From an optimization exercise on the open Yosys and OpenROAD flow, aimed at small area; shortcuts taken in it are not production practice.
The RTL of this run was laid out without a check of its function.
No activity file was given, so power comes from the tool's default toggle rates.

[flow/flow/run.sh]
#!/bin/bash
export BUFFER_PORTS_ARGS="-buffer_cell sky130_fd_sc_hd__buf_1"
export CTS_ARGS="-sink_clustering_enable -repair_clock_nets -sink_clustering_size 20 -sink_clustering_max_diameter 55 -buf_list sky130_fd_sc_hd__clkbuf_8 -root_buf sky130_fd_sc_hd__clkbuf_8 -dont_use_dummy_load"
bash standard.sh > standard.log 2>&1
[flow/standard.sh]
#!/bin/bash
# synth_recipe.tcl (not shown) runs the flow's synth.tcl, then flattens the netlist and writes it again
# the make line also repeats each setting of config.mk as NAME=value (left out here)
make -C /OpenROAD-flow-scripts/flow DESIGN_CONFIG=/design/flow/config.mk WORK_HOME=/design/flow/orfs CLKGATE_MAP_FILE= SYNTH_SCRIPT=/design/flow/synth_recipe.tcl "${@:-finish}"
[flow/config.mk]
export PLATFORM = sky130hd
export DESIGN_NAME = cic3
export DESIGN_NICKNAME = cic3
export VERILOG_FILES = /design/flow/design.v
export SDC_FILE = /design/flow/constraint.sdc
export NUM_CORES = 4
export LEC_CHECK = 0
export CAP_MARGIN = 20
export CORE_MARGIN = 2
export CORE_UTILIZATION = 70
export CTS_BUF_LIST = sky130_fd_sc_hd__clkbuf_8
export CTS_CLUSTER_DIAMETER = 50
export CTS_CLUSTER_SIZE = 16
export SLEW_MARGIN = 20
[flow/constraint.sdc]
create_clock -name core_clock -period 5.0 [get_ports {clk}]
set_input_delay 1.0000 -clock core_clock [delete_from_list [all_inputs] [get_ports {clk}]]
set_output_delay 1.0000 -clock core_clock [all_outputs]
set_load 0.01 [all_outputs]
[flow/design.v]
module cic3
    #(parameter DECIMATION_FACTOR = 256,  
    parameter CLOCK_WIDTH = $clog2(DECIMATION_FACTOR),
    parameter NUMBITS = 3*CLOCK_WIDTH+1)
    (output logic [NUMBITS-1:0] out,  
    input logic in,  
    input logic clk,  
    input logic reset_n);  
localparam int W = 25;    
localparam int L = 141;   
localparam int PB = 26;   
localparam int PC = 52;   
localparam int PO = 119;  
localparam int NSEG = 3;
localparam int B1 = 9;    
localparam int B2 = 17;   
localparam int WI = 24;   
function automatic integer seg(input integer i);
    if (i >= B2) seg = 2;
    else if (i >= B1) seg = 1;
    else seg = 0;
endfunction
logic [7:0] cnt;           
logic first;              
logic [WI-1:0] acc1, acc2, acc3;
logic [NSEG-1:1] k1, k2, k3;   
logic [L-1:0] ring;
logic cy1, cy2;            
logic zf;                  
logic [WI-1:0] sum1, sum2, sum3, acc3g, wr;
logic [WI:0] cr1, cr2, cr3;
logic [NSEG-1:1] k1n, k2n, k3n;
logic ser_first, ser_act, ser_last, out_load, flag_wr;
logic sa, sb, sc, s1, s2, c1i, c2i;
always_comb begin
    for (int i = 0; i < WI; i++) begin
        wr[i]    = (cnt == seg(i));    
        acc3g[i] = wr[i] ? 1'b0 : acc3[i];
    end
    for (int i = 0; i < WI; i++) begin
        if (i == 0) begin
            cr1[i] = in; cr2[i] = 1'b0; cr3[i] = 1'b0;
        end else if (i == B1) begin
            k1n[1] = ~cr1[i]; k2n[1] = ~cr2[i]; k3n[1] = ~cr3[i];
            cr1[i] = ~k1[1];  cr2[i] = ~k2[1];  cr3[i] = ~k3[1];
        end else if (i == B2) begin
            k1n[2] = ~cr1[i]; k2n[2] = ~cr2[i]; k3n[2] = ~cr3[i];
            cr1[i] = ~k1[2];  cr2[i] = ~k2[2];  cr3[i] = ~k3[2];
        end
        sum1[i]  = acc1[i] ^ cr1[i];
        cr1[i+1] = acc1[i] & cr1[i];
        sum2[i]  = acc2[i] ^ acc1[i] ^ cr2[i];
        cr2[i+1] = (acc2[i] & acc1[i]) | (acc2[i] & cr2[i]) | (acc1[i] & cr2[i]);
        sum3[i]  = acc3g[i] ^ acc2[i] ^ cr3[i];
        cr3[i+1] = (acc3g[i] & acc2[i]) | (acc3g[i] & cr3[i]) | (acc2[i] & cr3[i]);
    end
end
always_comb begin
    ser_first = (cnt == 8'd1);
    ser_act   = (cnt >= 8'd1) && (cnt <= 8'd25);
    ser_last  = (cnt == 8'd25);
    flag_wr   = (cnt == 8'd253);
    out_load  = (cnt == 8'd127);
    sa  = ring[0];
    sb  = ring[PB-1] & !ser_first;
    sc  = ring[PC];
    c1i = ser_first ? 1'b0 : cy1;
    c2i = ser_first ? 1'b1 : cy2;
    s1  = sa ^ sc ^ c1i;
    s2  = ser_last ? (zf & sa) : (s1 ^ ~sb ^ c2i);
end
always_ff @(posedge clk or negedge reset_n) begin
    if (!reset_n) begin
        cnt  <= '0;
        first <= 1'b1;
        acc1 <= '0;
        acc2 <= '0;
        k1   <= '1;
        k2   <= '1;
    end else begin
        cnt  <= cnt + 1'b1;
        if (cnt == 8'd255) first <= 1'b0;
        acc1 <= sum1;
        acc2 <= sum2;
        k1   <= k1n;
        k2   <= k2n;
    end
end
always_ff @(posedge clk) begin
    acc3 <= sum3;
    k3   <= k3n;
    cy1  <= (sa & sc) | (sa & c1i) | (sc & c1i);
    cy2  <= (s1 & ~sb) | (s1 & c2i) | (~sb & c2i);
    zf   <= (ser_first | zf) & ~s2;
    for (int i = 0; i < L; i++)
        ring[i] <= ring[(i+1) % L];
    for (int b = 0; b < WI; b++)
        if (wr[b])
            ring[b - seg(b)] <= acc3[b];
    if (flag_wr)
        ring[W-1+3] <= in;
    if (first)
        ring[PC-1] <= 1'b0;
    else if (ser_act)
        ring[PC-1] <= s2;
end
always_ff @(posedge clk) begin
    if (out_load)
        for (int b = 0; b < W; b++)
            out[b] <= ring[(PO+b) % L];
end
endmodule
==> impl_metrics.csv <==
group,metric,value,unit
synthesis,synth_cell_type_count,33,
routing,drt-initial-drc-count,138,
worst_hold_path,hp-class,"flip-flop to flip-flop",
cts,cts_buffer_depth,3,
synthesis,syn_nets,524,
synthesis,ys.flop_type,"dfxtp_1",
routing,routed_wl,8799,um
synthesis,async_flop_share,0.2383,
grt,grt_pass1_wl,14940,um
placed_design,postPlaceCellArea,8139,sq um
synthesis,synthCells,445,
placed_design,routabilityCongestion,0.7415,
setup_path,worstPathRequired,5.39,ns
die,core,10890,sq um
cts,clkTransAtPathRegs,0.11,ns
cts,ctsHoldBuffers,0,
finish,final_net_count,572,
placed_design,portBuffers,27,
setup_path,cpMostUsedCell,"fa_1",
grt,grtUsageTotal,0.1606,
synthesis,synth_top_area_frac,0.4340,
cts,cts_resized,0,
cts,cts_tree,"yes",
die,num_rows,38,
sta,setup_viol,0,
finish,syn2layout_area_growth,6.765,%
setup_path,worst-path-buf-inv,1,
setup_path,path_cells,"nor4_4, nand3_4, buf_4, and2_1, fa_1, fa_1, fa_1, fa_1, fa_1, fa_1, fa_1, fa_1",
setup_path,cp_top_family,"adder cells",
synthesis,synth_top_cell_by_area,"dfxtp_1",
sta,fin_worst_skew,0.03440,ns
die,die_h,109.8,um
grt,antenna_found_initial,0,
sta,tightest_slew,0.7820,ns
cts,clk_latency,0.49,ns
synthesis,synth_common_cells,"dfxtp_1, dfrtp_1, fa_1, ha_1, edfxtp_1",
status,status,"timing/DRC/antenna clean",
synthesis,netlist_top_cells_area,"dfxtp_1, dfrtp_1, fa_1",
cts,postCtsSetupBuffers,0,
grt,grt_pass1_vias,3182,
finish,diodes,0,
sta,fin_setup_tns,0,ns
sta,period_share,0.9169,
setup_path,worstSetupStartpointType,"flip-flop",
setup_path,path_max_fanout,11,
sta,slew_headroom,0.4786,
synthesis,synth_warnings,1,
power_and_ir_drop,power_density,438.7,nW/um^2
grt,grt-ovfl-total,0,
power_and_ir_drop,power_leakage,0.003688,uW
setup_path,worst_setup_path_end_kind,"flip-flop",
routing,postRouteAntennaNets,0,
die,start_util,0.7203,
cts,cts-root-buf,"clkbuf_8",
setup_path,crit_type,"flip-flop to flip-flop",
setup_path,cpPeakStageDelay,0.47,ns
setup_path,worst_ep_arrival_time,4.97,ns
cts,clock_sinks,256,
routing,drc,0,
sta,rsz0062_at_grt,"no",
synthesis,synth_area,7843,sq um
setup_path,cpMaxStageDelayCell,"dfrtp_1",
cts,cts_buffers,17,
routing,num_vias,3118,
sta,timing.fmax,218.1,MHz
synthesis,ys_ff_latch,256,
synthesis,synth_edf_count,25,
placed_design,dpl.hpwl,5951,um
routing,drt-vias-per-instance,4.941,
sta,finalHoldViolations,0,
die,pin_count,28,
cts,cts_max_level,1,
synthesis,avgSynthCellArea,17.62,sq um
synthesis,seq_area_frac_synth,0.7251,
synthesis,yosys.cell_count.top_type,"dfxtp_1",
sta,final_max_slew_viol_count,0,
job,max-cap-violations,0,
routing,routedWlPerCell,13.94,um
finish,drive_gt1_frac,0.1141,
die,dieArea,12070,sq um
grt,grt_max_degree,62,
die,chipWidth,109.8,um
sta,layout_min_cycle_time,4.585,ns
power_and_ir_drop,ir_worst_vdd,0.0003791,V
routing,dr.pass1.iters,4,
finish,fin_area,8373,sq um
[logic make-up after synthesis]
| kind of cell | after synthesis | synth area share |
|---|---|---|
| compound gates | 7 | 0.005904 |
| fa+ha+maj | 76 | 0.1653 |
| buf+inv | 23 | 0.01308 |
| simple gates | 48 | 0.04148 |
| mux | 24 | 0.03685 |
| xor+xnor | 11 | 0.01229 |
| flops | 256 | 0.7251 |
[layout by cell type, fill, tap and decap left out, types with 2 or more instances in the layout]
cell / n
dfxtp_1: 170
nand3_4: 2
dfstp_2: 5
xnor2_1: 8
dfrtp_1: 56
nand3_1: 3
inv_1: 19
ha_1: 30
nand4_1: 3
and2_1: 24
a21oi_1: 4
nor2_1: 3
buf_4: 6
mux2i_1: 3
mux2_2: 15
nand2_1: 5
fa_1: 46
buf_1: 26
xor2_1: 3
edfxtp_1: 25
mux2_4: 6
clkbuf_8: 17
[routing by layer]
layer	vias up	wire (um)	global-route usage
li1	1527	-	-
met1	1534	4287	0.2441
met2	39	3991	0.2393
met3	18	271	0.02905
met4	0	249	0.05063
met5	-	0	0
[registers in the layout, summed over array words and instances, names as in the netlist]
signal / count
acc1: 24
acc2: 24
acc3: 24
cnt: 8
cy1: 1
cy2: 1
first: 1
k1: 2
k2: 2
k3: 2
out: 25
ring: 141
zf: 1
[per-stage QoR]
| step | total power, uW | utilization | cells | hold WS, ns | setup slack, ns |
|---|---|---|---|---|---|
| CTS | 3735 | 0.7690 | 631 | 0.3328 | 0.3835 |
| global route | 3915 | 0.7690 | 631 | 0.3431 | 0.2326 |
| detailed placement | 2905 | 0.7475 | 614 | 0.3121 | 0.3893 |
| global placement | 2851 | 0.7475 | 614 | 0.3120 | 0.4343 |
| finish | 3673 | 0.7690 | 631 | 0.3307 | 0.4153 |
| floorplan | 2745 | - | 445 | 0.3096 | 0.2296 |
[final cells by class]
cell class | count | area [sq um]
Sequential cell | 256 | 5687
Fill cell | 642 | 2515
Multi-Input combinational cell | 166 | 2058
Clock buffer | 17 | 234.0
Tap cell | 140 | 175.2
Timing Repair Buffer | 33 | 147.6
Inverter | 19 | 71.32
[path summary, 6_finish.rpt]
path | start | to | slack (ns) | depth (start not counted)
hold / removal | ring[48]$_DFF_P_ | ring[47]$_DFF_P_ | 0.33 | 0
max in group asynchronous | reset_n | acc2[0]$_DFF_PN0_ | 3.79 | 2
hold reg to reg | ring[48]$_DFF_P_ | ring[47]$_DFF_P_ | 0.33 | 0
min in group asynchronous | reset_n | acc1[8]$_DFF_PN0_ | 0.65 | 2
setup / recovery | cnt[2]$_DFF_PN0_ | acc3[8]$_DFF_P_ | 0.42 | 12
setup reg to reg | cnt[2]$_DFF_PN0_ | acc3[8]$_DFF_P_ | 0.42 | 12
[where the power goes]
group	switching (uW)	internal, uW
clock network	545	309
logic	212	218
registers	121	2270

==> what the ideal ports hide <==
How much do the figures lean on ideal ports? The routed layout below was timed once more, with nothing changed but the port constraints. Step 1 sets driving cells, clkbuf_16 on the clock port and buf_2 on the other inputs (assumed; they add their load-dependent delay and slew). Step 2 times the ports against the registers' clock, not the clock port: input delays grow and output delays shrink by t, the midpoint of the rising clock arrivals with the driver on. a / b / c = ideal / step 1 / step 2; a / b = the first two.
t (ns): 0.508
slack for setup (ns): 0.415 / 0.415 / 0.415
hold WS [ns]: 0.331 / 0.331 / 0.331
After both steps this run still meets setup and hold. For this run, drivers alone change the setup slack by 0.000 ns; drivers and shift together by 0.000 ns.
